From an optimization exercise on the open Yosys and OpenROAD flow, aimed at small area and a short achievable clock period; shortcuts taken in it are not production practice.
In this exercise RTL edits were held to simulation tests only and were not proved equivalent to the original.
No activity file was given, so power comes from the tool's default toggle rates.

==> flow/design.v (outline; a module is shown in full before it is edited, if it fits) <==
// module DIV: 3833 lines
// module COMP: 6 lines
// module MUX2x1: 12 lines
// module REG: 12 lines
// module CIRCUIT7: 12 lines
module CIRCUIT7(a, b, c, d, zero, Clk, Rst, z);
  // ...
==> flow/flow/run.sh <==
#!/bin/bash
# Standard layout, with timing repair aiming for extra setup slack so that
# the resizer works on the critical paths although the clock is met.
set -e
cd "$(dirname "$0")/.."
echo "export SETUP_SLACK_MARGIN = 130" >> config.mk
bash standard.sh > standard.log 2>&1
==> flow/standard.sh <==
#!/bin/bash
# synth_recipe.tcl (not shown) runs the flow's synth.tcl, then flattens the netlist and writes it again
# the make line also repeats each setting of config.mk as NAME=value (left out here)
make -C /OpenROAD-flow-scripts/flow DESIGN_CONFIG=/design/flow/config.mk WORK_HOME=/design/flow/orfs CLKGATE_MAP_FILE= SYNTH_SCRIPT=/design/flow/synth_recipe.tcl "${@:-finish}"
==> flow/config.mk <==
export PLATFORM = sky130hd
export DESIGN_NAME = CIRCUIT7
export DESIGN_NICKNAME = CIRCUIT7
export VERILOG_FILES = /design/flow/design.v
export SDC_FILE = /design/flow/constraint.sdc
export NUM_CORES = 4
export LEC_CHECK = 0
export ABC_AREA = 1
export CAP_MARGIN = 20
export CORE_MARGIN = 2
export CORE_UTILIZATION = 50
export CTS_CLUSTER_DIAMETER = 25
export CTS_CLUSTER_SIZE = 4
export SLEW_MARGIN = 20
export SETUP_SLACK_MARGIN = 130
==> flow/constraint.sdc <==
create_clock -name core_clock -period 260.0 [get_ports {Clk}]
set_input_delay 52.0000 -clock core_clock [delete_from_list [all_inputs] [get_ports {Clk}]]
set_output_delay 52.0000 -clock core_clock [all_outputs]
set_load 0.01 [all_outputs]
==> results.ini, run 1 <==
[logic_synthesis]
yosysMostFrequentCell=nand2_1
synth_seq_area_share_pct=1.26
synth-edff-count=0
synthAdderAreaFrac_pct=33.7
synthesis.area_um2=50900

[finish]
largest_cell_class=multi-input combinational cells
inv_count=853
buf_share_pct=13.8
nMultiInputCombCells=6616
layout_commonest_cell=nand2_1
fin_cells=9918

[run_status]
status=no timing/DRC/antenna violations

[timing]
rsz0062_at_grt=yes
slew_headroom_pct=26.5
setup_viol=0

[route]
vias=54700
wl_met3_mm=8.42

[placed_design]
post-place-ws_ns=107.00

[critical_path]
critPathKind=input pin to flip-flop
cp_data_required_time_ns=260.19
worstPathMaxFanout=13
start_kind=input pin

[pwr]
ir_drop_mv=0.00292
p_switching_mw=0.0920
maxPowerGroup=combinational cells

[clock_network]
cts_resized=439

[hold_path]
hold_class=input pin to flip-flop

==> run 2: changes to the inputs <==
==> flow/flow/run.sh (replaced) <==
#!/bin/bash
# Standard layout, with timing repair aiming for extra setup slack so that
# the resizer works on the critical paths although the clock is met.
set -e
cd "$(dirname "$0")/.."
echo "export SETUP_SLACK_MARGIN = 100" >> config.mk
bash standard.sh > standard.log 2>&1
--- a/flow/config.mk
+++ b/flow/config.mk
@@ -12,4 +12,4 @@
 export CTS_CLUSTER_DIAMETER = 25
 export CTS_CLUSTER_SIZE = 4
 export SLEW_MARGIN = 20
-export SETUP_SLACK_MARGIN = 130
+export SETUP_SLACK_MARGIN = 100
==> run 2 against run 1 <==
Sequential cell count unchanged. Sequential share of layout area is 0.20 points higher. Die area stayed put. Cell area is 17% lower. Routed wire length is 17% lower. Area after synthesis unchanged. Global-route usage shrank 2.8 points. Worst hold slack got worse by 0.041 ns. Utilization is 11 points lower. Critical endpoint unchanged. Highest routed layer unchanged.
==> results.ini, run 2 <==
[logic_synthesis]
synth.distinct_cells=73
synth_seq_cells=32
synth_top_cell_area_share_pct=23.7
ys_top_cells_by_count=nand2_1 (2021), ha_1 (964), inv_1 (810), nand3_1 (705), xnor2_1 (335)
syn_inst=7628
synthFlopType=dfxtp_1
yosysMostFrequentCell=nand2_1
synth_seq_area_share_pct=1.26  ; unchanged
yosys.area.top_type=ha_1
synth-edff-count=0  ; unchanged
synth_area_leaders=ha_1 (24%), nand2_1 (15%), fa_1 (10%), nand3_1 (6.9%), inv_1 (6.0%)
synthesis.area_um2=50900  ; unchanged
syn-mean-instance-area_um2=6.67
yosys_warnings=2
postSynth.asyncResetShare_pct=0
syn-num-nets=9007

[pwr]
power_frac_clock_pct=5.3
p_switching_mw=0.0772  ; -16%
p_comb_share_pct=91.2
power_leakage_nw=30.2
netSwitchingFraction_pct=55.0
seqPwrFrac_pct=3.6
p_per_area_nw_per_um2=2.58
pg_clk_mw=0.00740
pg_seq_mw=0.00500
maxPowerGroup=combinational cells
ir_drop_mv=0.00217  ; -26%
powerComb_mw=0.128
p_int_mw=0.0632

[run]
maxCapViolCount=0

[critical_path]
cpMaxStageDelayCell=clkdlybuf4s50_1
cp-startpoint=d[30]
cp_data_required_time_ns=260.19  ; about the same
crit_end=reg1.q[0]$_SDFF_PP0_
crit_buf_inv=46
cp.depth=619
critPathKind=input pin to flip-flop
path_common_cell=a21o_1
end_kind=flip-flop
worstPathMaxFanout=56  ; +43
worst_ep_arrival_time_ns=151.24
max_stage_delay_ns=0.48
critical-path-top-delay-family=compound AO/OA/AOI/OAI gates
start_kind=input pin

[placed_design]
port_buffers=193
placedCellCount=9079
post-place-ws_ns=102.52  ; -4.48 ns
routabilityCongestion=0.889
place_hpwl_mm=120

[clock_network]
cts_tree=yes
clk_pin_slew_worst_paths_ns=0.06
numCtsBuffers=5
clockBufferDepth=2
cts-root-buf=clkbuf_16
clock_sinks=32
cts.htree.levels=2
cts.hold.buffers_added=0

[finish]
fillers=10300
syn_to_final_growth_pct=6.78
layout_commonest_cell=nand2_1
drive_gt1_share_pct=9.47
fin_cells=9108  ; -8.2%
top_register=reg1.q
multi_input_area_um2=46000
layout_common_cells=nand2_1 (2014), ha_1 (964), inv_1 (799)
top_regs=reg1.q: 32 flops
largest_reg_flops=32
layout.nets=9117
ff_latch_area_um2=641

[hold_path]
holdCritStartpoint=d[1]
hold_class=input pin to flip-flop
whs_path_depth=6
whs_endpoint=reg1.q[31]$_SDFF_PP0_

[timing]
holdWs_ns=52.22
fin_crit_ns=151.05
period_share_pct=58.1
hold_violations=0
worst_slack_ns=108.95
slew_headroom_pct=29.5  ; +3.0 points
drv_slew=0
worst_slew_pin_slew_ns=1.06
rsz0062_at_grt=no
setup_viol=0  ; unchanged
tns_ns=0
max_freq_mhz=6.62

[route]
routed_via_density=5.36
routedWlPerCell_um=16.1
routed_wl_mm=146
vias=48900  ; -11%
firstDrtPassIters=5
drt_iter0_drc=2745
drtAntennaViolNets=0
route.detailed.drc=0

[die]
num_io_pins=194
dieHeight_um=323
rows=117
start_util_pct=50.2
coreArea_um2=101000
die_area_um2=104000
die_w_um=323

[grt]
grt_overflow=0
antenna_found_initial=1
grt_pass1_wl_mm=241
track_usage_pct=28.1
grt_pass1_vias=46900
grt_max_degree=57

[run_status]
status=no timing/DRC/antenna violations

-- run 2: cell counts after synthesis --
Identical to the previous run, type by type.
-- run 2: what timing repair did --
item	4_1_cts	5_1_grt
setup endpoints to repair	0	3
buffers inserted	0	16
resized for setup	0	64
-- run 2: cells by family after synthesis --
logic type / share of synthesized area (%)
AOI/OAI and AO/OA: 15.0
xor gates and xnor gates: 9.16
adders and majority gates: 33.7
buffers and inverters: 8.74
DFF: 1.26
muxes: 0.103
and+or+nand+nor: 32.0
-- run 2: per-layer routing --
layer | global-route usage, % | up-vias | share of wire (%)
met5 | 0 | - | 0
met4 | 5.70 | 0 | 2.0
met3 | 0.645 | 135 | 2.8
met2 | 48.8 | 706 | 46
met1 | 38.8 | 22400 | 49
li1 | - | 25600 | -
-- run 2: final cells by class --
class,count,area share [%]
Clock buffer,5,0.230
Clock inverter,3,0.0783
Sequential cell,32,1.18
Inverter,851,5.96
Multi-Input combinational cell,6569,84.7
Antenna cell,1,0.00461
Timing Repair Buffer,279,4.74
Tap cell,1368,3.15
-- run 2: stage by stage --
step	instance area, um^2	power, mW	util (%)
after global placement	53800	0.130	53.1
after global routing	54300	0.160	53.6
after CTS	54000	0.140	53.3
final	54300	0.140	53.6
after detailed placement	53800	0.132	53.1
after floorplan	50900	0.104	-
==> run 3: changes to the inputs <==
==> flow/flow/run.sh (replaced) <==
#!/bin/bash
# Standard layout, with timing repair aiming for extra setup slack so that
# the resizer works on the critical paths although the clock is met.
set -e
cd "$(dirname "$0")/.."
echo "export SETUP_SLACK_MARGIN = 120" >> config.mk
bash standard.sh > standard.log 2>&1
--- a/flow/config.mk
+++ b/flow/config.mk
@@ -12,4 +12,4 @@
 export CTS_CLUSTER_DIAMETER = 25
 export CTS_CLUSTER_SIZE = 4
 export SLEW_MARGIN = 20
-export SETUP_SLACK_MARGIN = 100
+export SETUP_SLACK_MARGIN = 120
==> run 3 against run 2 <==
Still clean on timing, DRC and antenna. Fmax rose by 8.7%. Cell area up 13%. Combinational power increased by 15%. Count of clock-buffer cells in the layout unchanged. Via count increased by 6.6%. Clock power up 1%. Setup slack improved by 12 ns. Sequential share of layout area down 0.14 points. Largest power group unchanged.
==> results.ini, run 3 <==
[pwr]
ir_drop_mv=0.00220  ; +1.6%
p_switching_mw=0.0853  ; +10%
pg_seq_mw=0.00500  ; about the same
netSwitchingFraction_pct=53.6  ; -1.4 points
p_int_mw=0.0738  ; +17%
powerComb_mw=0.147  ; +15%
power_leakage_nw=33.2  ; +10%
pg_clk_mw=0.00748  ; +1%
maxPowerGroup=combinational cells
p_comb_share_pct=92.2  ; +1.0 points
seqPwrFrac_pct=3.1  ; -0.5 points
power_frac_clock_pct=4.7  ; -0.6 points
p_per_area_nw_per_um2=2.59  ; about the same

[timing]
period_share_pct=53.5  ; -4.6 points
worst_slew_pin_slew_ns=1.14  ; +0.0815 ns
tns_ns=0  ; unchanged
rsz0062_at_grt=yes
slew_headroom_pct=24.1  ; -5.4 points
fin_crit_ns=138.99  ; -12.06 ns
max_freq_mhz=7.19  ; +8.7%
drv_slew=0  ; unchanged
setup_viol=0  ; unchanged
hold_violations=0  ; unchanged

[logic_synthesis]
yosysMostFrequentCell=nand2_1
syn_inst=7628  ; unchanged
yosys_warnings=2  ; unchanged
synth_area_leaders=ha_1 (24%), nand2_1 (15%), fa_1 (10%), nand3_1 (6.9%), inv_1 (6.0%)
synth_top_cell_area_share_pct=23.7  ; unchanged
synth_seq_cells=32  ; unchanged
yosys.area.top_type=ha_1
ys_top_cells_by_count=nand2_1 (2021), ha_1 (964), inv_1 (810), nand3_1 (705), xnor2_1 (335)
postSynth.asyncResetShare_pct=0  ; unchanged
synth_seq_area_share_pct=1.26  ; unchanged
synthFlopType=dfxtp_1
syn-num-nets=9007  ; unchanged
synthesis.area_um2=50900  ; unchanged
synth.distinct_cells=73  ; unchanged
synth-edff-count=0  ; unchanged
syn-mean-instance-area_um2=6.67  ; unchanged

[finish]
layout.nets=9560  ; +4.9%
fin_cells=9551  ; +4.9%
drive_gt1_share_pct=20.8  ; +11 points
syn_to_final_growth_pct=21.0
top_regs=reg1.q: 32 flops
layout_common_cells=nand2_1 (1856), ha_1 (923), inv_1 (769)
largest_reg_flops=32  ; unchanged
layout_commonest_cell=nand2_1
top_register=reg1.q

[die]
rows=117  ; unchanged
die_w_um=323  ; unchanged
num_io_pins=194  ; unchanged
die_area_um2=104000  ; unchanged
dieHeight_um=323  ; unchanged
coreArea_um2=101000  ; unchanged
start_util_pct=50.2  ; unchanged

[grt]
use_met3_pct=0.983  ; +0.34 points
grt_max_degree=49  ; -14%
antenna_found_initial=1  ; unchanged
grt_overflow=0  ; unchanged
grtUsageMet2_pct=51.1  ; +2.2 points
track_usage_pct=29.2  ; +1.2 points
grt_pass1_wl_mm=250  ; +3.9%
grt_pass1_vias=48700  ; +3.8%
busiest_layer=met2
met1_usage_pct=39.7  ; +0.94 points

[route]
routed_via_density=5.45  ; +1.6%
vias=52100  ; +6.6%
drt_iter0_drc=2783  ; +1.4%
routed_wl_mm=160  ; +9.5%
drtAntennaViolNets=0  ; unchanged
route.detailed.drc=0  ; unchanged
firstDrtPassIters=8  ; +3
routedWlPerCell_um=16.8  ; +4.4%

[placed_design]
placedCellCount=9079  ; unchanged
place_hpwl_mm=120  ; unchanged
port_buffers=193  ; unchanged
routabilityCongestion=0.889  ; unchanged

[clock_network]
numCtsBuffers=5  ; unchanged
clk_pin_slew_worst_paths_ns=0.06  ; about the same
cts.htree.levels=2  ; unchanged
cts_tree=yes
clockBufferDepth=2  ; unchanged
clock_sinks=32  ; unchanged
cts-root-buf=clkbuf_16

[critical_path]
cp_data_required_time_ns=260.19  ; about the same
cp.depth=623  ; +0.65%
critPathKind=input pin to flip-flop
crit_buf_inv=55  ; +20%
path_common_cell=a21o_1
crit_end=reg1.q[0]$_SDFF_PP0_
start_kind=input pin
worst_ep_arrival_time_ns=139.18  ; -12.06 ns
cp-startpoint=d[26]
end_kind=flip-flop
worstPathMaxFanout=12  ; -79%
cpMaxStageDelayCell=clkdlybuf4s50_1
critical-path-top-delay-family=compound AO/OA/AOI/OAI gates
max_stage_delay_ns=0.44  ; -0.04 ns

[run_status]
status=no timing/DRC/antenna violations

[hold_path]
whs_path_depth=6  ; unchanged
whs_endpoint=reg1.q[31]$_SDFF_PP0_
holdCritStartpoint=d[1]
hold_class=input pin to flip-flop

[run]
maxCapViolCount=0  ; unchanged

## run 3: routing by layer
layer,vias to the layer above,wire [um]
met5,-,0
met4,0,4410
met3,233,5440
met2,1016,75200
met1,24300,75100
li1,26500,-
## run 3: final cells by class
class,count,area [um^2]
clock inverter,3,42.5
antenna,1,2.50
multi-input combinational,6590,49200
timing repair inverter,1,8.76
tap,1368,1710
timing repair buffer,700,6440
clock buffer,5,125
fill,9531,39800
inverter,851,3390
sequential,32,641
## run 3: logic make-up (layout without fill, tap and decap cells)
kind of cell	after synthesis	count (layout)	share of synthesized area [%]
flops	32	32	1.26
simple gates	3575	3600	32.0
mux	4	4	0.103
fa+ha+maj	1217	1217	33.7
compound gates	1237	1237	15.0
buf+inv	1031	1560	8.74
other cells	0	1	0
xor+xnor	532	532	9.16
## run 3: timing repair
action	CTS	global route
gates cloned	29	12
hold buffers	0	0
buffers inserted	108	314
pin swaps	103	479
hold endpoints to repair	0	0
endpoints found under the setup margin	32	32
gates resized for setup	324	608
## run 3: through the flow
stage	hold slack (ns)	cell area, um^2	total power [mW]	worst slack, ns	util [%]
after floorplan	52.18	50900	0.104	121.46	-
after global placement	52.52	53800	0.130	105.29	53.1
after detailed placement	52.52	53800	0.132	102.52	53.1
after CTS	52.19	56500	0.145	119.90	55.8
after global routing	52.26	61500	0.178	116.63	60.8
final	52.23	61500	0.159	121.01	60.8
==> run 4: changes to the inputs <==
==> flow/flow/run.sh (replaced) <==
#!/bin/bash
# Standard layout, with timing repair aiming for extra setup slack so that
# the resizer works on the critical paths although the clock is met.
set -e
cd "$(dirname "$0")/.."
echo "export SETUP_SLACK_MARGIN = 110" >> config.mk
bash standard.sh > standard.log 2>&1
--- a/flow/config.mk
+++ b/flow/config.mk
@@ -12,4 +12,4 @@
 export CTS_CLUSTER_DIAMETER = 25
 export CTS_CLUSTER_SIZE = 4
 export SLEW_MARGIN = 20
-export SETUP_SLACK_MARGIN = 120
+export SETUP_SLACK_MARGIN = 110
==> run 4 against run 3 <==
Sequential cell count unchanged. Still clean. Highest routed layer unchanged. Sequential share of layout area up 0.11 points. Clock power down 0.7%. Count of clock-buffer cells in the layout unchanged. Largest power group unchanged. Cell area down 9.5%.
==> results.ini, run 4 <==
[pwr]
power_leakage_nw=30.8  ; -7.4%
netSwitchingFraction_pct=55.0  ; +1.4 points
pg_seq_mw=0.00500  ; about the same
p_switching_mw=0.0788  ; -7.5%
power_mw=0.143  ; -9.9%
pg_clk_mw=0.00743  ; -0.7%
seqPwrFrac_pct=3.5  ; +0.4 points
p_comb_share_pct=91.3  ; -0.9 points
powerComb_mw=0.131  ; -11%
p_int_mw=0.0645  ; -13%
ir_drop_mv=0.00219  ; -0.39%
maxPowerGroup=combinational cells
p_per_area_nw_per_um2=2.57  ; -0.40%
power_frac_clock_pct=5.2  ; +0.5 points

[route]
route.detailed.drc=0  ; unchanged
drtAntennaViolNets=0  ; unchanged
routedWlPerCell_um=16.2  ; -3.1%
drt_iter0_drc=2741  ; -1.5%
vias=49500  ; -4.9%
routed_wl_mm=149  ; -6.8%
firstDrtPassIters=5  ; -3
routed_via_density=5.39  ; -1.1%

[timing]
drv_slew=0  ; unchanged
fin_crit_ns=143.28  ; +4.28 ns
setup_viol=0  ; unchanged
hold_violations=0  ; unchanged
worst_slack_ns=116.73  ; -4.29 ns
worst_slew_pin_slew_ns=1.07  ; -0.0734 ns
rsz0062_at_grt=yes
tns_ns=0  ; unchanged
max_freq_mhz=6.98  ; -3.0%
slew_headroom_pct=29.0  ; +4.9 points
period_share_pct=55.1  ; +1.6 points

[placed_design]
routabilityCongestion=0.889  ; unchanged
dpl_cell_area_um2=53800  ; unchanged
placedCellCount=9079  ; unchanged
port_buffers=193  ; unchanged
place_hpwl_mm=120  ; unchanged
post-place-ws_ns=102.52  ; unchanged

[logic_synthesis]
syn-num-nets=9007  ; unchanged
synth_area_leaders=ha_1 (24%), nand2_1 (15%), fa_1 (10%), nand3_1 (6.9%), inv_1 (6.0%)
synthFlopType=dfxtp_1
synthesis.area_um2=50900  ; unchanged
yosys_warnings=2  ; unchanged
synth-edff-count=0  ; unchanged
yosys.area.top_type=ha_1
syn_inst=7628  ; unchanged
synth_seq_area_share_pct=1.26  ; unchanged
postSynth.asyncResetShare_pct=0  ; unchanged
synth.distinct_cells=73  ; unchanged
ys_top_cells_by_count=nand2_1 (2021), ha_1 (964), inv_1 (810), nand3_1 (705), xnor2_1 (335)
synth_seq_cells=32  ; unchanged
syn-mean-instance-area_um2=6.67  ; unchanged
synth_top_cell_area_share_pct=23.7  ; unchanged
yosysMostFrequentCell=nand2_1

[grt]
grt_overflow=0  ; unchanged
antenna_found_initial=1  ; unchanged
grt_pass1_vias=47100  ; -3.1%
track_usage_pct=28.3  ; -0.91 points
grt_max_degree=57  ; +16%
grt_pass1_wl_mm=243  ; -3.0%

[finish]
fin_cells=9185  ; -3.8%
drive_gt1_share_pct=11.6  ; -9.2 points
largest_reg_flops=32  ; unchanged
fillers=10200  ; +6.8%
final_cell_area_um2=55700  ; -9.5%
layout.nets=9194  ; -3.8%
top_regs=reg1.q: 32 flops
layout_common_cells=nand2_1 (2007), ha_1 (964), inv_1 (796)
top_register=reg1.q
syn_to_final_growth_pct=9.45
layout_commonest_cell=nand2_1

[clock_network]
clockBufferDepth=2  ; unchanged
cts.htree.levels=2  ; unchanged
cts_tree=yes
numCtsBuffers=5  ; unchanged
clk_pin_slew_worst_paths_ns=0.06  ; about the same
cts-root-buf=clkbuf_16
clock_sinks=32  ; unchanged

[critical_path]
crit_end=reg1.q[0]$_SDFF_PP0_
cp-startpoint=d[30]
worst_ep_arrival_time_ns=143.47  ; +4.29 ns
cp_data_required_time_ns=260.19  ; about the same
start_kind=input pin
worstPathMaxFanout=39  ; +27
max_stage_delay_ns=0.48  ; +0.04 ns
end_kind=flip-flop
crit_buf_inv=44  ; -20%
cpMaxStageDelayCell=clkdlybuf4s50_1
path_common_cell=a21o_1
critical-path-top-delay-family=compound AO/OA/AOI/OAI gates
critPathKind=input pin to flip-flop
cp.depth=622  ; -0.16%

[hold_path]
hold_class=input pin to flip-flop
whs_path_depth=6  ; unchanged
holdCritStartpoint=d[1]
whs_endpoint=reg1.q[31]$_SDFF_PP0_

[run_status]
status=no timing/DRC/antenna violations

[die]
coreArea_um2=101000  ; unchanged
num_io_pins=194  ; unchanged
die_w_um=323  ; unchanged
start_util_pct=50.2  ; unchanged
dieHeight_um=323  ; unchanged
rows=117  ; unchanged
die_area_um2=104000  ; unchanged

[run]
maxCapViolCount=0  ; unchanged

-- run 4: cell types whose count changed in the layout (fill, tap and decap cells not counted), sizes merged --
cell,delta
dlymetal6s2s,-2
clkinvlp,-6
clkbuf,+2
nand2,-8
bufbuf,-10
nand3,-2
clkinv,-4
clkdlybuf4s50,+4
inv,+9
buf,-349
-- run 4: stage by stage --
step                util [%]  hold WS (ns)
CTS                     53.7         52.19
global placement        53.1         52.52
floorplan                  -         52.18
detailed placement      53.1         52.52
finish                  55.0         52.20
global route            55.0         52.26
-- run 4: logic make-up (layout without fill, tap and decap cells) --
group / count (synthesis) / in the layout / synth area share, %
AO/OA/AOI/OAI: 1237 / 1237 / 15.0
XOR/XNOR: 532 / 532 / 9.16
adder cells (fa/ha/maj): 1217 / 1217 / 33.7
buffers and inverters: 1031 / 1204 / 8.74
flip-flops: 32 / 32 / 1.26
multiplexers: 4 / 4 / 0.103
other: 0 / 1 / 0
AND/OR/NAND/NOR: 3575 / 3590 / 32.0
-- run 4: timing repair --
item                                    4_1_cts  5_1_grt
setup buffers                                16       59
pin swaps                                     4       41
cloned                                        5       17
endpoints found under the setup margin        3       32
resized for setup                            64      191
hold buffers                                  0        0
-- run 4: metal layers --
layer	GRT usage, %	vias to the layer above	wire length, um
li1	-	25800	-
met3	0.726	138	4360
met1	38.9	22800	72600
met2	49.4	786	69200
met4	5.76	0	3020
met5	0	-	0
-- run 4: layout make-up --
class                   count  area, um^2  share of cell area (%)
multi-input cells        6580       46600                    83.7
flip-flops and latches     32         641                    1.15
inverters                 851        3270                    5.87
clock buffers               5         125                   0.225
repair buffers            345        3270                    5.88
diodes                      1        2.50                 0.00449
well taps                1368        1710                    3.07
clock inverters             3        42.5                  0.0764
==> run 5: changes to the inputs <==
==> flow/flow/run.sh (replaced) <==
#!/bin/bash
# Standard layout (the standard.sh), with timing repair aiming for extra
# setup slack so that the resizer works on the critical paths although the
# clock is met. Pin swapping is left out of the repair moves.
set -e
cd "$(dirname "$0")/.."
cat >> config.mk <<'EOC'
export SETUP_SLACK_MARGIN = 105
export SKIP_PIN_SWAP = 1
EOC
bash standard.sh > standard.log 2>&1
--- a/flow/config.mk
+++ b/flow/config.mk
@@ -12,4 +12,5 @@
 export CTS_CLUSTER_DIAMETER = 25
 export CTS_CLUSTER_SIZE = 4
 export SLEW_MARGIN = 20
-export SETUP_SLACK_MARGIN = 110
+export SETUP_SLACK_MARGIN = 105
+export SKIP_PIN_SWAP = 1
==> run 5 against run 4 <==
Still clean. Via count is 0.75% lower. Clock power is essentially flat. Combinational power barely moved. Total power fell by 1.5%. Critical endpoint unchanged. Setup slack worse by 3.7 ns. Critical path type unchanged. Sequential share of layout area barely moved.
==> results.ini, run 5 <==
[run_status]
status=no timing/DRC/antenna violations

[hold_path]
hold_class=input pin to flip-flop
whs_endpoint=reg1.q[31]$_SDFF_PP0_
whs_path_depth=6  ; unchanged
holdCritStartpoint=d[1]

[clock_network]
numCtsBuffers=5  ; unchanged
clockBufferDepth=2  ; unchanged
cts.hold.buffers_added=0  ; unchanged
clk_pin_slew_worst_paths_ns=0.06  ; about the same
cts_tree=yes
cts-root-buf=clkbuf_16
clock_sinks=32  ; unchanged
cts.htree.levels=2  ; unchanged

[timing]
tns_ns=0  ; unchanged
drv_slew=0  ; unchanged
rsz0062_at_grt=no
hold_violations=0  ; unchanged
worst_slew_pin_slew_ns=1.05  ; -0.0111 ns
max_freq_mhz=6.80  ; -2.5%
period_share_pct=56.5  ; +1.4 points
fin_crit_ns=146.99  ; +3.72 ns
slew_headroom_pct=29.7  ; +0.74 points
setup_viol=0  ; unchanged

[route]
routed_via_density=5.37  ; -0.30%
routedWlPerCell_um=16.1  ; -0.72%
vias=49100  ; -0.75%
routed_wl_mm=147  ; -1.2%
firstDrtPassIters=8  ; +3
route.detailed.drc=0  ; unchanged
drt_iter0_drc=2770  ; +1.1%
drtAntennaViolNets=0  ; unchanged

[logic_synthesis]
synth_top_cell_area_share_pct=23.7  ; unchanged
yosys_warnings=2  ; unchanged
syn-mean-instance-area_um2=6.67  ; unchanged
synth_compound_area_share_pct=15.0  ; unchanged
syn_inst=7628  ; unchanged
synth-simple-area-share_pct=32.0  ; unchanged
synth-edff-count=0  ; unchanged
synthAdderAreaFrac_pct=33.7  ; unchanged
synth-xor-area-share_pct=9.16  ; unchanged
synth_seq_area_share_pct=1.26  ; unchanged
postSynth.asyncResetShare_pct=0  ; unchanged
synthFlopType=dfxtp_1
synth.distinct_cells=73  ; unchanged
synth_area_leaders=ha_1 (24%), nand2_1 (15%), fa_1 (10%), nand3_1 (6.9%), inv_1 (6.0%)
ys_top_cells_by_count=nand2_1 (2021), ha_1 (964), inv_1 (810), nand3_1 (705), xnor2_1 (335)
synth_top_family_by_area=adder cells
syn-num-nets=9007  ; unchanged
synthMuxAreaShare_pct=0.103  ; unchanged
synth_seq_cells=32  ; unchanged
yosysMostFrequentCell=nand2_1
synthesis.area_um2=50900  ; unchanged
yosys.area.top_type=ha_1

[die]
coreArea_um2=101000  ; unchanged
dieHeight_um=323  ; unchanged
die_area_um2=104000  ; unchanged
start_util_pct=50.2  ; unchanged
rows=117  ; unchanged
num_io_pins=194  ; unchanged
die_w_um=323  ; unchanged

[critical_path]
path_common_cell=a21o_1
max_stage_delay_ns=0.49  ; about the same
critical-path-top-delay-family=compound AO/OA/AOI/OAI gates
crit_end=reg1.q[0]$_SDFF_PP0_
start_kind=input pin
cp-startpoint=d[31]
worst_ep_arrival_time_ns=147.18  ; +3.71 ns
critPathKind=input pin to flip-flop
end_kind=flip-flop
cp.depth=617  ; -0.80%
worstPathMaxFanout=56  ; +44%
crit_buf_inv=48  ; +9.1%
cpMaxStageDelayCell=fa_1
cp_data_required_time_ns=260.19  ; about the same

[pwr]
seqPwrFrac_pct=3.5  ; about the same
netSwitchingFraction_pct=55.0  ; about the same
maxPowerGroup=combinational cells
p_per_area_nw_per_um2=2.57  ; about the same
p_int_mw=0.0635  ; -1.6%
p_switching_mw=0.0777  ; -1.4%
powerComb_mw=0.129  ; about the same
pg_seq_mw=0.00500  ; about the same
pg_clk_mw=0.00740  ; about the same
p_comb_share_pct=91.2  ; about the same
power_frac_clock_pct=5.2  ; about the same
power_leakage_nw=30.4  ; -1.2%
ir_drop_mv=0.00220  ; about the same

[grt]
antenna_found_initial=1  ; unchanged
track_usage_pct=28.1  ; -0.24 points
grt_max_degree=57  ; unchanged
grt_pass1_vias=46900  ; -0.55%
grt_overflow=0  ; unchanged
grt_pass1_wl_mm=241  ; -0.72%

[run]
maxCapViolCount=0  ; unchanged

[finish]
layout.nets=9153  ; -0.45%
layout_common_cells=nand2_1 (2014), ha_1 (964), inv_1 (798)
fin_cells=9144  ; -0.45%
top_register=reg1.q
layout_commonest_cell=nand2_1
top_regs=reg1.q: 32 flops
final_cell_area_um2=54900  ; -1.5%
syn_to_final_growth_pct=7.81
largest_reg_flops=32  ; unchanged
fillers=10200  ; +0.66%
drive_gt1_share_pct=10.2  ; -1.3 points

[placed_design]
place_hpwl_mm=120  ; unchanged
placedCellCount=9079  ; unchanged
port_buffers=193  ; unchanged
dpl_cell_area_um2=53800  ; unchanged
routabilityCongestion=0.889  ; unchanged

run 5: per-layer routing:
layer  routed length [um]  track usage, %
met3                 4620           0.651
met5                    0               0
met4                 2830            5.64
met1                71700            38.8
met2                68300            48.9
run 5: final cells by class:
type / count / area, um^2 / area share [%]
multi-input cells: 6574 / 46200 / 84.2
inverters: 851 / 3250 / 5.93
repair buffers: 308 / 2860 / 5.22
well taps: 1368 / 1710 / 3.12
flip-flops and latches: 32 / 641 / 1.17
clock buffers: 5 / 125 / 0.228
clock inverters: 3 / 42.5 / 0.0775
repair inverters: 2 / 10.0 / 0.0182
diodes: 1 / 2.50 / 0.00456
run 5: logic make-up after synthesis:
kind of cell    after synthesis
xor+xnor                    532
buf+inv                    1031
compound gates             1237
fa+ha+maj                  1217
flops                        32
mux                           4
simple gates               3575
run 5: per-stage QoR:
| step | setup WS (ns) | power [mW] | util (%) | hold WS, ns |
|---|---|---|---|---|
| after CTS | 105.01 | 0.140 | 53.3 | 52.19 |
| after global routing | 104.91 | 0.160 | 54.2 | 52.26 |
| after global placement | 105.29 | 0.130 | 53.1 | 52.52 |
| after floorplan | 121.46 | 0.104 | - | 52.18 |
| final | 113.01 | 0.141 | 54.2 | 52.22 |
| after detailed placement | 102.52 | 0.132 | 53.1 | 52.52 |
run 5: repair_timing:
action,CTS,global route
setup buffers,0,44
resized for setup,9,124
setup endpoints to repair,2,3
cloned,0,12
endpoints found under the hold margin,0,0
pin swaps,0,0
==> run 6: changes to the inputs <==
--- a/flow/flow/run.sh
+++ b/flow/flow/run.sh
@@ -5,7 +5,7 @@
 set -e
 cd "$(dirname "$0")/.."
 cat >> config.mk <<'EOC'
-export SETUP_SLACK_MARGIN = 105
+export SETUP_SLACK_MARGIN = 110
 export SKIP_PIN_SWAP = 1
 EOC
 bash standard.sh > standard.log 2>&1
--- a/flow/config.mk
+++ b/flow/config.mk
@@ -5,12 +5,11 @@
 export SDC_FILE = /design/flow/constraint.sdc
 export NUM_CORES = 4
 export LEC_CHECK = 0
-export ABC_AREA = 1
 export CAP_MARGIN = 20
 export CORE_MARGIN = 2
 export CORE_UTILIZATION = 50
 export CTS_CLUSTER_DIAMETER = 25
 export CTS_CLUSTER_SIZE = 4
 export SLEW_MARGIN = 20
-export SETUP_SLACK_MARGIN = 105
+export SETUP_SLACK_MARGIN = 110
 export SKIP_PIN_SWAP = 1
==> run 6 against run 5 <==
Still clean on timing, DRC and antenna. Area after synthesis is 16% higher. Routed wire length increased by 57%. Setup slack better by 4.0 ns. Count of clock-buffer cells in the layout unchanged. Critical path depth is 270 lower. Via count grew 30%. Sequential share of layout area is 0.16 points lower.
==> results.ini, run 6 <==
[finish]
fin_cells=9913  ; +8.4%
fillers=11800  ; +15%
top_register=reg1.q
layout_common_cells=ha_1 (964), nand2_1 (909), nor2_1 (785)
layout_commonest_cell=ha_1
largest_reg_flops=32  ; unchanged
syn_to_final_growth_pct=7.31
drive_gt1_share_pct=5.62  ; -4.6 points
top_regs=reg1.q: 32 flops
layout.nets=9752  ; +6.5%
finish.utilization_pct=53.9  ; -0.21 points

[pwr]
p_switching_mw=0.109  ; +40%
power_mw=0.188  ; +33%
p_per_area_nw_per_um2=2.95  ; +15%
p_comb_share_pct=93.7  ; +2.5 points
ir_drop_mv=0.00544  ; +150%
power_frac_clock_pct=3.7  ; -1.5 points
seqPwrFrac_pct=2.7  ; -0.8 points
netSwitchingFraction_pct=58.1  ; +3.0 points
power_leakage_nw=29.3  ; -3.6%
p_int_mw=0.0787  ; +24%

[logic_synthesis]
synth.distinct_cells=100  ; +37%
synth_area_leaders=ha_1 (20%), fa_1 (8.6%), nand2_1 (5.8%), xnor2_1 (5.2%), nor2_1 (5.0%)
yosys_warnings=2  ; unchanged
yosys.area.top_type=ha_1
syn-mean-instance-area_um2=7.16  ; +7.4%
syn_inst=8265  ; +8.4%
synth_seq_area_share_pct=1.08  ; -0.18 points
synthesis.area_um2=59200  ; +16%
synth_top_cell_area_share_pct=20.4  ; -3.3 points
synthFlopType=dfxtp_1
synth_seq_cells=32  ; unchanged
postSynth.asyncResetShare_pct=0  ; unchanged
yosysMostFrequentCell=ha_1
syn-num-nets=9644  ; +7.1%
synth-edff-count=0  ; unchanged
ys_top_cells_by_count=ha_1 (964), nand2_1 (909), nor2_1 (791), a21oi_1 (575), o21ai_0 (489)

[timing]
setup_viol=0  ; unchanged
worst_slew_pin_slew_ns=1.20  ; +0.149 ns
drv_slew=0  ; unchanged
hold_violations=0  ; unchanged
period_share_pct=55.0  ; -1.5 points
tns_ns=0  ; unchanged
rsz0062_at_grt=no
fin_crit_ns=143.00  ; -3.99 ns
max_freq_mhz=6.99  ; +2.8%
slew_headroom_pct=19.1  ; -11 points

[die]
rows=126  ; +7.7%
die_w_um=348  ; +7.8%
num_io_pins=194  ; unchanged
coreArea_um2=118000  ; +16%
die_area_um2=121000  ; +16%
dieHeight_um=348  ; +7.8%
start_util_pct=50.3  ; about the same

[critical_path]
cp_data_required_time_ns=260.17  ; -0.02 ns
critPathKind=input pin to flip-flop
cpMaxStageDelayCell=a2111oi_1
worstPathMaxFanout=38  ; -32%
end_kind=flip-flop
path_common_cell=o21ai_0
worst_ep_arrival_time_ns=143.17  ; -4.01 ns
max_stage_delay_ns=0.76  ; +0.27 ns
start_kind=input pin

[route]
routed_wl_mm=232  ; +57%
routed_via_density=6.44  ; +20%
drtAntennaViolNets=0  ; unchanged
vias=63800  ; +30%
route.detailed.drc=0  ; unchanged
routedWlPerCell_um=23.4  ; +45%
firstDrtPassIters=6  ; -2
drt_iter0_drc=5306  ; +92%

[placed_design]
routabilityCongestion=1.01  ; +13%
placedCellCount=9902  ; +9.1%
port_buffers=193  ; unchanged
place_hpwl_mm=191  ; +59%

[clock_network]
clock_sinks=32  ; unchanged
cts.htree.levels=2  ; unchanged
numCtsBuffers=5  ; unchanged
cts.hold.buffers_added=0  ; unchanged
cts_tree=yes
clk_pin_slew_worst_paths_ns=0.07  ; about the same
clockBufferDepth=2  ; unchanged
cts-root-buf=clkbuf_16

[hold_path]
whs_path_depth=3  ; -3
hold_class=input pin to flip-flop

[grt]
track_usage_pct=37.2  ; +9.1 points
grt_pass1_vias=61100  ; +30%
antenna_found_initial=4  ; +3
grt_overflow=0  ; unchanged
grt_pass1_wl_mm=358  ; +48%
grt_max_degree=48  ; -16%

[run]
maxCapViolCount=0  ; unchanged

[run_status]
status=no timing/DRC/antenna violations

==> run 6: final cells by class <==
type	instances	area (um^2)	area share, %
diodes	3	7.51	0.0118
clock buffers	5	125	0.197
clock inverters	3	23.8	0.0374
inverters	458	1720	2.71
multi-input cells	7537	56100	88.3
flip-flops and latches	32	641	1.01
well taps	1536	1920	3.03
repair buffers	339	2980	4.70
==> run 6: cell families after synthesis <==
kind of cell,after synthesis,synth area share [%]
fa+ha+maj,1217,28.9
xor+xnor,618,9.17
compound gates,2659,30.2
mux,205,3.72
buf+inv,696,4.44
simple gates,2838,22.5
flops,32,1.08
==> run 6: worst paths after layout <==
check	start	endpoint	slack, ns
max	d[20]	reg1.q[0]$_SDFF_PP0_	117.00
min	d[1]	reg1.q[31]$_SDFF_PP0_	52.24
==> run 6: per-layer routing <==
layer	global-route usage [%]	vias to the layer above	wire length (um)
met4	12.1	2	9020
li1	-	30600	-
met1	50.2	30400	103000
met2	60.4	2370	103000
met5	0	-	13
met3	5.49	410	17300
==> run 6: metrics by stage <==
step                      instance area (um^2)  hold slack [ns]  setup WS, ns
after CTS                                63500            52.23        116.61
after global routing                     63500            52.23        110.24
after global placement                   63300            52.55        118.37
after floorplan                          59200            52.18        128.93
after detailed placement                 63300            52.55        116.57
final                                    63500            52.24        117.00
==> run 6: worst max-delay path, delay by kind of cell <==
family | cells | cell delay (ns)
buf+inv | 17 | 3.53
compound gates | 201 | 50.55
simple gates | 77 | 17.54
mux | 11 | 4.29
fa+ha+maj | 41 | 15.05
==> run 6: repair_timing <==
action / in CTS / in global routing
resized for setup: 0 / 7
setup endpoints to repair: 0 / 1
setup buffers: 0 / 0
==> run 6: power groups by stage <==
stage          registers [mW]  clock network (mW)  logic, mW
3_3_place_gp          0.00510                   0      0.170
6_report              0.00498             0.00688      0.176
5_1_grt               0.00499             0.00709      0.194
3_5_place_dp          0.00510                   0      0.172
2_1_floorplan         0.00512                   0      0.125
4_1_cts               0.00499             0.00687      0.173
==> run 7: changes to the inputs <==
--- a/flow/config.mk
+++ b/flow/config.mk
@@ -5,9 +5,10 @@
 export SDC_FILE = /design/flow/constraint.sdc
 export NUM_CORES = 4
 export LEC_CHECK = 0
+export ABC_AREA = 1
 export CAP_MARGIN = 20
 export CORE_MARGIN = 2
-export CORE_UTILIZATION = 50
+export CORE_UTILIZATION = 65
 export CTS_CLUSTER_DIAMETER = 25
 export CTS_CLUSTER_SIZE = 4
 export SLEW_MARGIN = 20
==> run 7 against run 6 <==
Sequential power about the same. Global-route usage decreased by 1.7 points. Largest power group unchanged. Largest cell class unchanged. Final cell count decreased by 11%. Setup slack got worse by 0.61 ns.
==> results.ini, run 7 <==
[logic_synthesis]
synth_seq_area_share_pct=1.26  ; +0.18 points
synth.distinct_cells=73  ; -27%
yosys.area.top_type=ha_1
synthAdderAreaFrac_pct=33.7  ; +4.7 points
syn-num-nets=9007  ; -6.6%
syn-mean-instance-area_um2=6.67  ; -6.9%
synthMuxAreaShare_pct=0.103  ; -3.6 points
synthesis.area_um2=50900  ; -14%
synth_seq_cells=32  ; unchanged
synth_area_leaders=ha_1 (24%), nand2_1 (15%), fa_1 (10%), nand3_1 (6.9%), inv_1 (6.0%)
ys_top_cells_by_count=nand2_1 (2021), ha_1 (964), inv_1 (810), nand3_1 (705), xnor2_1 (335)
synth-simple-area-share_pct=32.0  ; +9.5 points
yosysMostFrequentCell=nand2_1
syn_inst=7628  ; -7.7%
synth_top_cell_area_share_pct=23.7  ; +3.3 points
synth-xor-area-share_pct=9.16  ; -0.0096 points
synthFlopType=dfxtp_1
postSynth.asyncResetShare_pct=0  ; unchanged
yosys_warnings=2  ; unchanged
synth_compound_area_share_pct=15.0  ; -15 points
synth-edff-count=0  ; unchanged
synth_top_family_by_area=adder cells

[clock_network]
clockBufferDepth=2  ; unchanged
clock_sinks=32  ; unchanged
cts_tree=yes
clk_pin_slew_worst_paths_ns=0.06  ; about the same
cts-root-buf=clkbuf_16
numCtsBuffers=5  ; unchanged
cts.htree.levels=2  ; unchanged

[die]
num_io_pins=194  ; unchanged
start_util_pct=65.7  ; +15 points
die_w_um=284  ; -18%
coreArea_um2=77500  ; -34%
dieHeight_um=284  ; -18%
rows=102  ; -19%
die_area_um2=80500  ; -34%

[timing]
worst_slew_pin_slew_ns=1.13  ; -0.0730 ns
setup_viol=0  ; unchanged
drv_slew=0  ; unchanged
slew_headroom_pct=24.2  ; +5.1 points
tns_ns=0  ; unchanged
rsz0062_at_grt=no
holdWs_ns=52.21  ; -0.0256 ns
max_freq_mhz=6.96  ; -0.43%
hold_violations=0  ; unchanged
period_share_pct=55.2  ; +0.24 points
fin_crit_ns=143.61  ; +0.613 ns

[pwr]
p_int_mw=0.0646  ; -18%
power_leakage_nw=30.7  ; +4.7%
netSwitchingFraction_pct=55.3  ; -2.8 points
power_frac_clock_pct=5.0  ; +1.3 points
p_comb_share_pct=91.5  ; -2.2 points
powerComb_mw=0.132  ; -25%
ir_drop_mv=0.00363  ; -33%
seqPwrFrac_pct=3.5  ; +0.8 points
pg_seq_mw=0.00501  ; about the same
pg_clk_mw=0.00728  ; +5.8%
p_per_area_nw_per_um2=2.62  ; -11%
p_switching_mw=0.0799  ; -27%
maxPowerGroup=combinational cells

[run_status]
status=no timing/DRC/antenna violations

[run]
maxCapViolCount=0  ; unchanged

[critical_path]
critPathKind=input pin to flip-flop
end_kind=flip-flop
crit_end=reg1.q[0]$_SDFF_PP0_
critical-path-top-delay-family=compound AO/OA/AOI/OAI gates
worstPathMaxFanout=39  ; +2.6%
path_common_cell=a21o_1
start_kind=input pin
worst_ep_arrival_time_ns=143.80  ; +0.63 ns
cp-startpoint=d[29]
cp_data_required_time_ns=260.18  ; about the same
max_stage_delay_ns=0.46  ; -0.30 ns
cpMaxStageDelayCell=clkdlybuf4s50_1
crit_buf_inv=44  ; +27
cp.depth=623  ; +80%

[route]
routed_wl_mm=146  ; -37%
route.detailed.drc=0  ; unchanged
drtAntennaViolNets=0  ; unchanged
firstDrtPassIters=6  ; unchanged
drt_iter0_drc=3213  ; -39%
routed_via_density=5.76  ; -11%
vias=50900  ; -20%
routedWlPerCell_um=16.5  ; -29%

[finish]
fillers=6882  ; -42%
layout_commonest_cell=nand2_1
largest_reg_flops=32  ; unchanged
multi_input_area_um2=46800  ; -17%
top_regs=reg1.q: 32 flops
syn_to_final_growth_pct=8.47
drive_gt1_share_pct=11.5  ; +5.8 points
top_register=reg1.q
ff_latch_area_um2=641  ; unchanged
layout.nets=9185  ; -5.8%
layout_common_cells=nand2_1 (2008), ha_1 (964), inv_1 (795)

[hold_path]
whs_path_depth=6  ; +3
whs_endpoint=reg1.q[31]$_SDFF_PP0_
hold_class=input pin to flip-flop
holdCritStartpoint=d[1]

[grt]
grt_overflow=0  ; unchanged
track_usage_pct=35.4  ; -1.7 points
grt_max_degree=57  ; +19%
grt_pass1_wl_mm=240  ; -33%
grt_pass1_vias=48600  ; -20%
antenna_found_initial=2  ; -2

[placed_design]
port_buffers=193  ; unchanged
place_hpwl_mm=116  ; -39%
routabilityCongestion=0.959  ; -4.9%

[run 7: cell types whose count changed after synthesis, sizes merged, moves of 99 or more]
cell	change
o21a	-259
nand2b	-121
or2	+176
nand2	+1203
mux2	-118
nand3	+616
nor2b	-114
o31ai	-99
a21oi	-267
a31oi	-108
nor2	-544
nor3	-197
inv	+380
clkbuf	-153
[run 7: layout make-up]
cell class / instances / share of cell area [%]
multi-input cells: 6585 / 84.7
repair buffers: 330 / 5.50
well taps: 1040 / 2.36
repair inverters: 1 / 0.00907
diodes: 3 / 0.0136
clock inverters: 3 / 0.0771
inverters: 851 / 5.94
clock buffers: 5 / 0.227
flip-flops and latches: 32 / 1.16
[run 7: metal layers]
| metal | GRT usage (%) | vias up | wire length, um |
|---|---|---|---|
| li1 | - | 25700 | - |
| met1 | 46.1 | 23600 | 64600 |
| met2 | 61.2 | 1348 | 68200 |
| met3 | 3.10 | 290 | 8390 |
| met4 | 12.6 | 0 | 5190 |
| met5 | 0 | - | 0 |
[run 7: cell families (layout without fill, tap and decap cells)]
group,after synthesis,after routing
AOI/OAI and AO/OA,1237,1237
and+or+nand+nor,3575,3595
adders and majority gates,1217,1217
DFF,32,32
buffers and inverters,1031,1190
other,0,3
muxes,4,4
xor gates and xnor gates,532,532
[run 7: repair_timing]
item	CTS	global route
endpoints found under the hold margin	0	0
resized for setup	60	199
gates cloned	6	17
pin swaps	0	0
setup buffers	8	59
endpoints found under the setup margin	3	32
hold buffers	0	0
[run 7: through the flow]
stage	worst slack, ns	total power [mW]	cells	area, um^2	util [%]
6_report	116.39	0.145	8850	55200	71.3
5_1_grt	109.28	0.162	8848	55200	71.2
4_1_cts	110.15	0.141	8771	53900	69.6
3_5_place_dp	102.40	0.132	8749	53400	68.9
3_3_place_gp	106.13	0.128	8749	53400	68.9
2_1_floorplan	121.46	0.104	7628	50900	-
==> run 8: changes to the inputs <==
--- a/flow/config.mk
+++ b/flow/config.mk
@@ -8,7 +8,7 @@
 export ABC_AREA = 1
 export CAP_MARGIN = 20
 export CORE_MARGIN = 2
-export CORE_UTILIZATION = 65
+export CORE_UTILIZATION = 50
 export CTS_CLUSTER_DIAMETER = 25
 export CTS_CLUSTER_SIZE = 4
 export SLEW_MARGIN = 20
==> run 8 against run 7 <==
Still clean. Routed wire length rose by 1.9%. Critical path depth fell by 1. Sequential share of layout area barely moved. Count of clock-buffer cells in the layout did not move. Via count fell by 2.7%. Synthesized cell count did not move. Critical endpoint unchanged. Largest power group unchanged.
==> results.ini, run 8 <==
[run_status]
status=no timing/DRC/antenna violations

[critical_path]
start_kind=input pin
crit_buf_inv=46  ; +4.5%
critPathKind=input pin to flip-flop
cp-startpoint=d[31]
worstPathMaxFanout=39  ; unchanged
cp.depth=622  ; -0.16%
crit_end=reg1.q[0]$_SDFF_PP0_
end_kind=flip-flop
path_common_cell=a21o_1
critical-path-top-delay-family=compound AO/OA/AOI/OAI gates
cpMaxStageDelayCell=clkdlybuf4s50_1
cp_data_required_time_ns=260.19  ; about the same
worst_ep_arrival_time_ns=143.44  ; -0.36 ns
max_stage_delay_ns=0.47  ; about the same

[hold_path]
whs_endpoint=reg1.q[31]$_SDFF_PP0_
whs_path_depth=6  ; unchanged
hold_class=input pin to flip-flop
holdCritStartpoint=d[1]

[clock_network]
clk_pin_slew_worst_paths_ns=0.06  ; about the same
cts.htree.levels=2  ; unchanged
clockBufferDepth=2  ; unchanged
cts-root-buf=clkbuf_16
cts_tree=yes
clock_sinks=32  ; unchanged
numCtsBuffers=5  ; unchanged

[grt]
grt_pass1_vias=47100  ; -3.0%
antenna_found_initial=1  ; -1
grt_max_degree=57  ; unchanged
grt_overflow=0  ; unchanged
track_usage_pct=28.3  ; -7.1 points
grt_pass1_wl_mm=243  ; +1.4%

[timing]
slew_headroom_pct=28.7  ; +4.5 points
worst_slew_pin_slew_ns=1.07  ; -0.0608 ns
fin_crit_ns=143.25  ; -0.366 ns
tns_ns=0  ; unchanged
max_freq_mhz=6.98  ; +0.26%
holdWs_ns=52.22  ; +0.00390 ns
rsz0062_at_grt=yes
setup_viol=0  ; unchanged
period_share_pct=55.1  ; -0.14 points
hold_violations=0  ; unchanged
drv_slew=0  ; unchanged

[finish]
syn_to_final_growth_pct=9.40
layout_commonest_cell=nand2_1
fillers=10200  ; +48%
ff_latch_area_um2=641  ; unchanged
layout.nets=9197  ; +0.13%
layout_common_cells=nand2_1 (2007), ha_1 (964), inv_1 (795)
top_register=reg1.q
top_regs=reg1.q: 32 flops
multi_input_area_um2=46600  ; -0.35%
drive_gt1_share_pct=11.5  ; +0.059 points
largest_reg_flops=32  ; unchanged

[pwr]
p_per_area_nw_per_um2=2.57  ; -1.7%
power_frac_clock_pct=5.2  ; +0.2 points
powerComb_mw=0.131  ; about the same
p_comb_share_pct=91.3  ; -0.2 points
seqPwrFrac_pct=3.5  ; about the same
p_switching_mw=0.0787  ; -1.5%
pg_seq_mw=0.00500  ; about the same
ir_drop_mv=0.00219  ; -40%
power_leakage_nw=30.7  ; +0.30%
maxPowerGroup=combinational cells
p_int_mw=0.0646  ; about the same
pg_clk_mw=0.00744  ; +2%
netSwitchingFraction_pct=54.9  ; -0.35 points

[die]
start_util_pct=50.2  ; -15 points
num_io_pins=194  ; unchanged
die_w_um=323  ; +14%
rows=117  ; +15%
dieHeight_um=323  ; +14%
die_area_um2=104000  ; +30%
coreArea_um2=101000  ; +31%

[logic_synthesis]
synth-edff-count=0  ; unchanged
yosys_warnings=2  ; unchanged
synth_top_cell_area_share_pct=23.7  ; unchanged
synth_seq_area_share_pct=1.26  ; unchanged
syn-num-nets=9007  ; unchanged
yosys.area.top_type=ha_1
yosysMostFrequentCell=nand2_1
syn_inst=7628  ; unchanged
synthesis.area_um2=50900  ; unchanged
synthFlopType=dfxtp_1
syn-mean-instance-area_um2=6.67  ; unchanged
synth_area_leaders=ha_1 (24%), nand2_1 (15%), fa_1 (10%), nand3_1 (6.9%), inv_1 (6.0%)
postSynth.asyncResetShare_pct=0  ; unchanged
synth_seq_cells=32  ; unchanged
synth.distinct_cells=73  ; unchanged
ys_top_cells_by_count=nand2_1 (2021), ha_1 (964), inv_1 (810), nand3_1 (705), xnor2_1 (335)

[route]
firstDrtPassIters=8  ; +2
routed_wl_mm=149  ; +1.9%
route.detailed.drc=0  ; unchanged
drt_iter0_drc=2772  ; -14%
vias=49500  ; -2.7%
drtAntennaViolNets=0  ; unchanged
routed_via_density=5.39  ; -6.3%
routedWlPerCell_um=16.2  ; -1.8%

[placed_design]
port_buffers=193  ; unchanged
routabilityCongestion=0.889  ; -7.3%
place_hpwl_mm=120  ; +3.6%

[run]
maxCapViolCount=0  ; unchanged

-- run 8: cell types whose count changed in the layout (fill, tap and decap cells not counted), sizes merged --
| cell | previous run | this run |
|---|---|---|
| diode | 3 | 1 |
| clkinv | 12 | 9 |
| clkbuf | 7 | 11 |
| dlymetal6s2s | 2 | 0 |
| clkdlybuf4s50 | 186 | 188 |
| nand2 | 2129 | 2124 |
| inv | 826 | 830 |
| buf | 140 | 153 |
| clkinvlp | 16 | 15 |
-- run 8: cell families (layout without fill, tap and decap cells) --
kind of cell / Yosys count / after routing / share of synthesized area, %
compound gates: 1237 / 1237 / 15.0
xor+xnor: 532 / 532 / 9.16
flops: 32 / 32 / 1.26
other cells: 0 / 1 / 0
fa+ha+maj: 1217 / 1217 / 33.7
simple gates: 3575 / 3590 / 32.0
buf+inv: 1031 / 1207 / 8.74
mux: 4 / 4 / 0.103
-- run 8: cell type report --
type	instances	area share, %
antenna	1	0.00450
clock buffer	5	0.225
clock inverter	3	0.0764
inverter	851	5.88
multi-input combinational	6580	83.7
sequential	32	1.15
tap	1368	3.07
timing repair buffer	347	5.88
timing repair inverter	1	0.00899
-- run 8: routing by layer --
metal / wire length (um) / global-route usage, % / up-vias / part of all wire [%]
met1: 72500 / 38.9 / 22800 / 49
met5: 0 / 0 / - / 0
met4: 3100 / 5.76 / 0 / 2.1
met3: 4440 / 0.726 / 151 / 3.0
li1: - / - / 25800 / -
met2: 69100 / 49.5 / 793 / 46
-- run 8: stage by stage --
step | setup WS, ns | std cells | area (um^2) | power [mW] | util [%]
floorplan | 121.46 | 7628 | 50900 | 0.104 | -
global placement | 105.29 | 9079 | 53800 | 0.130 | 53.1
detailed placement | 102.52 | 9079 | 53800 | 0.132 | 53.1
CTS | 110.01 | 9106 | 54400 | 0.141 | 53.7
global route | 109.44 | 9188 | 55700 | 0.162 | 55.0
finish | 116.75 | 9188 | 55700 | 0.143 | 55.0
-- run 8: what timing repair did --
action                                  CTS  global route
hold buffers                              0             0
endpoints found under the setup margin    3            32
buffers inserted                         14            64
cloned                                    5            17
gates resized for setup                  65           179
==> run 9: changes to the inputs <==
--- a/flow/config.mk
+++ b/flow/config.mk
@@ -6,11 +6,11 @@
 export NUM_CORES = 4
 export LEC_CHECK = 0
 export ABC_AREA = 1
-export CAP_MARGIN = 20
+export CAP_MARGIN = 70
 export CORE_MARGIN = 2
 export CORE_UTILIZATION = 50
 export CTS_CLUSTER_DIAMETER = 25
 export CTS_CLUSTER_SIZE = 4
-export SLEW_MARGIN = 20
+export SLEW_MARGIN = 70
 export SETUP_SLACK_MARGIN = 110
 export SKIP_PIN_SWAP = 1
==> run 9 against run 8 <==
Largest cell class unchanged. Sequential cell count stayed put. Worst hold slack better by 0.030 ns. Combinational power hardly changed. Sequential share of layout area hardly changed. Still clean on timing, DRC and antenna. Count of clock-buffer cells in the layout stayed put. Setup slack better by 0.0060 ns. Total power is 1.1% higher.
==> results.ini, run 9 <==
[logic_synthesis]
synth_top_cell_area_share_pct=23.7  ; unchanged
syn-num-nets=9007  ; unchanged
postSynth.asyncResetShare_pct=0  ; unchanged
synth_area_leaders=ha_1 (24%), nand2_1 (15%), fa_1 (10%), nand3_1 (6.9%), inv_1 (6.0%)
syn_inst=7628  ; unchanged
synth_seq_cells=32  ; unchanged
synthesis.area_um2=50900  ; unchanged
synth_seq_area_share_pct=1.26  ; unchanged
synth.distinct_cells=73  ; unchanged
ys_top_cells_by_count=nand2_1 (2021), ha_1 (964), inv_1 (810), nand3_1 (705), xnor2_1 (335)
synth-edff-count=0  ; unchanged
yosysMostFrequentCell=nand2_1
syn-mean-instance-area_um2=6.67  ; unchanged
yosys_warnings=2  ; unchanged
synthFlopType=dfxtp_1
yosys.area.top_type=ha_1

[die]
num_io_pins=194  ; unchanged
dieHeight_um=323  ; unchanged
rows=117  ; unchanged
die_area_um2=104000  ; unchanged
start_util_pct=50.2  ; unchanged
coreArea_um2=101000  ; unchanged
die_w_um=323  ; unchanged

[route]
drtAntennaViolNets=0  ; unchanged
route.detailed.drc=0  ; unchanged
routed_via_density=5.41  ; +0.42%
vias=49800  ; +0.58%
routed_wl_mm=149  ; +0.16%
firstDrtPassIters=6  ; -2
drt_iter0_drc=2608  ; -5.9%
routedWlPerCell_um=16.2  ; about the same

[pwr]
maxPowerGroup=combinational cells
ir_drop_mv=0.00220  ; about the same
p_int_mw=0.0654  ; +1.3%
p_comb_share_pct=91.4  ; about the same
seqPwrFrac_pct=3.5  ; about the same
power_frac_clock_pct=5.1  ; about the same
pg_clk_mw=0.00742  ; about the same
power_leakage_nw=31.0  ; +0.87%
p_per_area_nw_per_um2=2.57  ; about the same
powerComb_mw=0.133  ; about the same
p_switching_mw=0.0795  ; +0.95%
pg_seq_mw=0.00500  ; about the same
netSwitchingFraction_pct=54.8  ; -0.091 points

[timing]
max_freq_mhz=6.98  ; about the same
slew_headroom_pct=60.7  ; +32 points
tns_ns=0  ; unchanged
period_share_pct=55.1  ; about the same
rsz0062_at_grt=no
hold_violations=0  ; unchanged
fin_crit_ns=143.24  ; -0.00600 ns
holdWs_ns=52.25  ; +0.0304 ns
drv_slew=0  ; unchanged
worst_slew_pin_slew_ns=0.588  ; -0.481 ns
setup_viol=0  ; unchanged

[critical_path]
worstPathMaxFanout=32  ; -18%
cp.depth=620  ; -0.32%
cp_data_required_time_ns=260.20  ; about the same
critical-path-top-delay-family=compound AO/OA/AOI/OAI gates
crit_end=reg1.q[0]$_SDFF_PP0_
critPathKind=input pin to flip-flop
crit_buf_inv=49  ; +6.5%
cp-startpoint=d[31]
max_stage_delay_ns=0.49  ; +0.02 ns
worst_ep_arrival_time_ns=143.44  ; about the same
path_common_cell=a21o_1
start_kind=input pin
cpMaxStageDelayCell=clkdlybuf4s50_1
end_kind=flip-flop

[placed_design]
dpl_cell_area_um2=54400  ; +1.1%
place_hpwl_mm=121  ; +1.0%
port_buffers=193  ; unchanged
placedCellCount=9089  ; +0.11%
routabilityCongestion=0.889  ; unchanged

[clock_network]
cts_tree=yes
cts.htree.levels=2  ; unchanged
clockBufferDepth=2  ; unchanged
cts-root-buf=clkbuf_16
clock_sinks=32  ; unchanged
clk_pin_slew_worst_paths_ns=0.06  ; about the same
numCtsBuffers=5  ; unchanged

[finish]
final_cell_area_um2=56300  ; +1.2%
top_register=reg1.q
finish.utilization_pct=55.6  ; +0.66 points
layout.nets=9212  ; +0.16%
largest_reg_flops=32  ; unchanged
layout_commonest_cell=nand2_1
fin_cells=9203  ; +0.16%
drive_gt1_share_pct=12.5  ; +1.0 points
layout_common_cells=nand2_1 (2003), ha_1 (964), inv_1 (772)
top_regs=reg1.q: 32 flops
syn_to_final_growth_pct=10.7

[run]
maxCapViolCount=0  ; unchanged

[grt]
antenna_found_initial=3  ; +2
grt_pass1_wl_mm=242  ; -0.22%
grt_overflow=0  ; unchanged
grt_max_degree=57  ; unchanged
track_usage_pct=28.2  ; -0.093 points
grt_pass1_vias=47400  ; +0.60%

[hold_path]
whs_path_depth=6  ; unchanged
hold_class=input pin to flip-flop
whs_endpoint=reg1.q[31]$_SDFF_PP0_
holdCritStartpoint=d[1]

[run_status]
status=no timing/DRC/antenna violations

## run 9: cell counts after synthesis
No cell type changed its count.
## run 9: routing by layer
metal | track usage, % | up-vias | wire [um]
met1 | 38.4 | 23000 | 71900
met4 | 6.58 | 0 | 3810
met2 | 49.0 | 899 | 68700
met3 | 1.12 | 169 | 5010
met5 | 0 | - | 0
li1 | - | 25800 | -
## run 9: layout make-up
| type | count | area [um^2] |
|---|---|---|
| antenna | 1 | 2.50 |
| clock buffer | 5 | 125 |
| clock inverter | 3 | 42.5 |
| fill | 10200 | 45000 |
| inverter | 851 | 3300 |
| multi-input combinational | 6580 | 46800 |
| sequential | 32 | 641 |
| tap | 1368 | 1710 |
| timing repair buffer | 363 | 3690 |
## run 9: cell families after synthesis
group	after synthesis	share of synthesized area (%)
AO/OA/AOI/OAI	1237	15.0
XOR/XNOR	532	9.16
adder cells (fa/ha/maj)	1217	33.7
buffers and inverters	1031	8.74
flip-flops	32	1.26
multiplexers	4	0.103
AND/OR/NAND/NOR	3575	32.0
## run 9: what timing repair did
| action | in CTS | in global routing |
|---|---|---|
| cloned | 4 | 18 |
| setup endpoints to repair | 2 | 3 |
| setup buffers | 9 | 72 |
| gates resized for setup | 39 | 163 |
| hold buffers | 0 | 0 |
## run 9: stage by stage
step | total power [mW] | setup slack (ns)
floorplan | 0.104 | 121.46
global route | 0.164 | 109.59
detailed placement | 0.133 | 107.01
CTS | 0.142 | 110.07
finish | 0.145 | 116.76
global placement | 0.130 | 105.29
==> run 10: changes to the inputs <==
--- a/flow/flow/run.sh
+++ b/flow/flow/run.sh
@@ -5,7 +5,7 @@
 set -e
 cd "$(dirname "$0")/.."
 cat >> config.mk <<'EOC'
-export SETUP_SLACK_MARGIN = 110
+export SETUP_SLACK_MARGIN = 118
 export SKIP_PIN_SWAP = 1
 EOC
 bash standard.sh > standard.log 2>&1
--- a/flow/config.mk
+++ b/flow/config.mk
@@ -6,11 +6,11 @@
 export NUM_CORES = 4
 export LEC_CHECK = 0
 export ABC_AREA = 1
-export CAP_MARGIN = 70
+export CAP_MARGIN = 20
 export CORE_MARGIN = 2
 export CORE_UTILIZATION = 50
 export CTS_CLUSTER_DIAMETER = 25
 export CTS_CLUSTER_SIZE = 4
-export SLEW_MARGIN = 70
-export SETUP_SLACK_MARGIN = 110
+export SLEW_MARGIN = 20
+export SETUP_SLACK_MARGIN = 118
 export SKIP_PIN_SWAP = 1
==> run 10 against run 9 <==
Still clean. Final cell count rose by 1.9%. First-iteration DRC count grew 5.4%. Sequential cell count stayed put. Fmax is 4.1% higher. Via count is 2.3% higher. Area after synthesis stayed put. Non-clock buffer count grew 166. Count of clock-buffer cells in the layout did not move. Highest routed layer unchanged.
==> results.ini, run 10 <==
[run_status]
status=no timing/DRC/antenna violations

[die]
start_util_pct=50.2  ; unchanged
rows=117  ; unchanged
num_io_pins=194  ; unchanged
coreArea_um2=101000  ; unchanged
die_area_um2=104000  ; unchanged
die_w_um=323  ; unchanged
dieHeight_um=323  ; unchanged

[finish]
largest_reg_flops=32  ; unchanged
fillers=9890  ; -2.7%
top_register=reg1.q
layout_commonest_cell=nand2_1
top_regs=reg1.q: 32 flops
layout.nets=9390  ; +1.9%
layout_common_cells=nand2_1 (1938), ha_1 (941), inv_1 (778)
syn_to_final_growth_pct=15.5
drive_gt1_share_pct=16.5  ; +4.0 points

[run]
maxCapViolCount=0  ; unchanged

[pwr]
power_leakage_nw=32.1  ; +3.4%
power_mw=0.151  ; +4.4%
powerComb_mw=0.139  ; +5%
pg_seq_mw=0.00500  ; about the same
p_int_mw=0.0693  ; +5.9%
seqPwrFrac_pct=3.3  ; -0.2 points
power_frac_clock_pct=4.9  ; -0.2 points
netSwitchingFraction_pct=54.2  ; -0.66 points
ir_drop_mv=0.00222  ; +0.86%
p_switching_mw=0.0820  ; +3.1%
p_per_area_nw_per_um2=2.57  ; about the same
p_comb_share_pct=91.8  ; +0.4 points
maxPowerGroup=combinational cells
pg_clk_mw=0.00746  ; +0.5%

[logic_synthesis]
synth_area_leaders=ha_1 (24%), nand2_1 (15%), fa_1 (10%), nand3_1 (6.9%), inv_1 (6.0%)
synth-edff-count=0  ; unchanged
yosys_warnings=2  ; unchanged
synth_seq_cells=32  ; unchanged
ys_top_cells_by_count=nand2_1 (2021), ha_1 (964), inv_1 (810), nand3_1 (705), xnor2_1 (335)
synthFlopType=dfxtp_1
yosys.area.top_type=ha_1
syn-num-nets=9007  ; unchanged
syn-mean-instance-area_um2=6.67  ; unchanged
synth_top_cell_area_share_pct=23.7  ; unchanged
postSynth.asyncResetShare_pct=0  ; unchanged
yosysMostFrequentCell=nand2_1
syn_inst=7628  ; unchanged
synth_seq_area_share_pct=1.26  ; unchanged
synth.distinct_cells=73  ; unchanged
synthesis.area_um2=50900  ; unchanged

[timing]
tns_ns=0  ; unchanged
drv_slew=0  ; unchanged
setup_viol=0  ; unchanged
max_freq_mhz=7.27  ; +4.1%
slew_headroom_pct=29.7  ; -31 points
hold_violations=0  ; unchanged
rsz0062_at_grt=no
fin_crit_ns=137.59  ; -5.65 ns
period_share_pct=52.9  ; -2.2 points
worst_slew_pin_slew_ns=1.05  ; +0.466 ns

[hold_path]
whs_endpoint=reg1.q[31]$_SDFF_PP0_
hold_class=input pin to flip-flop
holdCritStartpoint=d[1]
whs_path_depth=6  ; unchanged

[clock_network]
clockBufferDepth=2  ; unchanged
clock_sinks=32  ; unchanged
clk_pin_slew_worst_paths_ns=0.06  ; about the same
cts_tree=yes
numCtsBuffers=5  ; unchanged
cts.htree.levels=2  ; unchanged
cts-root-buf=clkbuf_16

[critical_path]
max_stage_delay_ns=0.49  ; about the same
crit_buf_inv=52  ; +6.1%
end_kind=flip-flop
cp-startpoint=d[24]
cpMaxStageDelayCell=fa_1
path_common_cell=a21o_1
critical-path-top-delay-family=compound AO/OA/AOI/OAI gates
worstPathMaxFanout=13  ; -59%
cp_data_required_time_ns=260.19  ; about the same
cp.depth=613  ; -1.1%
start_kind=input pin
crit_end=reg1.q[0]$_SDFF_PP0_
critPathKind=input pin to flip-flop
worst_ep_arrival_time_ns=137.78  ; -5.66 ns

[route]
vias=51000  ; +2.3%
routed_via_density=5.43  ; +0.35%
drtAntennaViolNets=0  ; unchanged
firstDrtPassIters=6  ; unchanged
route.detailed.drc=0  ; unchanged
routed_wl_mm=155  ; +3.9%
drt_iter0_drc=2749  ; +5.4%
routedWlPerCell_um=16.6  ; +2.0%

[grt]
grt_pass1_vias=48000  ; +1.3%
grt_pass1_wl_mm=248  ; +2.3%
grt_overflow=0  ; unchanged
grt_max_degree=49  ; -14%
track_usage_pct=28.9  ; +0.70 points
antenna_found_initial=1  ; -2

[placed_design]
routabilityCongestion=0.889  ; unchanged
place_hpwl_mm=120  ; -1.0%
port_buffers=193  ; unchanged

## run 10: cell counts after synthesis
Identical to the previous run, type by type.
## run 10: final cells by class
type                            count  area [um^2]  share of cell area [%]
Sequential cell                    32          641                    1.09
Multi-Input combinational cell   6592        47900                    81.5
Clock buffer                        5          125                   0.213
Timing Repair Buffer              529         4980                    8.47
Antenna cell                        1         2.50                 0.00426
Inverter                          851         3350                    5.70
Tap cell                         1368         1710                    2.91
Clock inverter                      3         42.5                  0.0724
## run 10: metrics by stage
step / hold WS [ns] / setup WS (ns) / cells / cell area [um^2] / utilization (%)
floorplan: 52.18 / 121.46 / 7628 / 50900 / -
global placement: 52.52 / 105.29 / 9079 / 53800 / 53.1
detailed placement: 52.52 / 102.52 / 9079 / 53800 / 53.1
CTS: 52.19 / 118.00 / 9167 / 55600 / 54.8
global route: 52.25 / 116.93 / 9381 / 58800 / 58.0
finish: 52.19 / 122.41 / 9381 / 58800 / 58.0
## run 10: cells by family after synthesis
family,Yosys count,synth area share (%)
DFF,32,1.26
buffers and inverters,1031,8.74
and+or+nand+nor,3575,32.0
muxes,4,0.103
adders and majority gates,1217,33.7
AOI/OAI and AO/OA,1237,15.0
xor gates and xnor gates,532,9.16
## run 10: timing repair
action	4_1_cts	5_1_grt
hold buffers	0	0
resized for setup	219	376
gates cloned	26	16
setup buffers	54	197
endpoints found under the setup margin	28	32
## run 10: per-layer routing
layer	global-route usage [%]	vias to the layer above	share of wire [%]
met5	0	-	0
met4	6.24	0	2.6
met3	0.770	211	3.4
met2	50.6	907	46
met1	39.5	23700	48
li1	-	26200	-

Check on run 10: ideal ports give 122.410 ns setup slack; a clkbuf_16 on the clock port and buf_2 on the inputs give 122.439 ns; moving port delays by the midpoint clock arrival (0.356 ns) as well gives 122.083 ns.
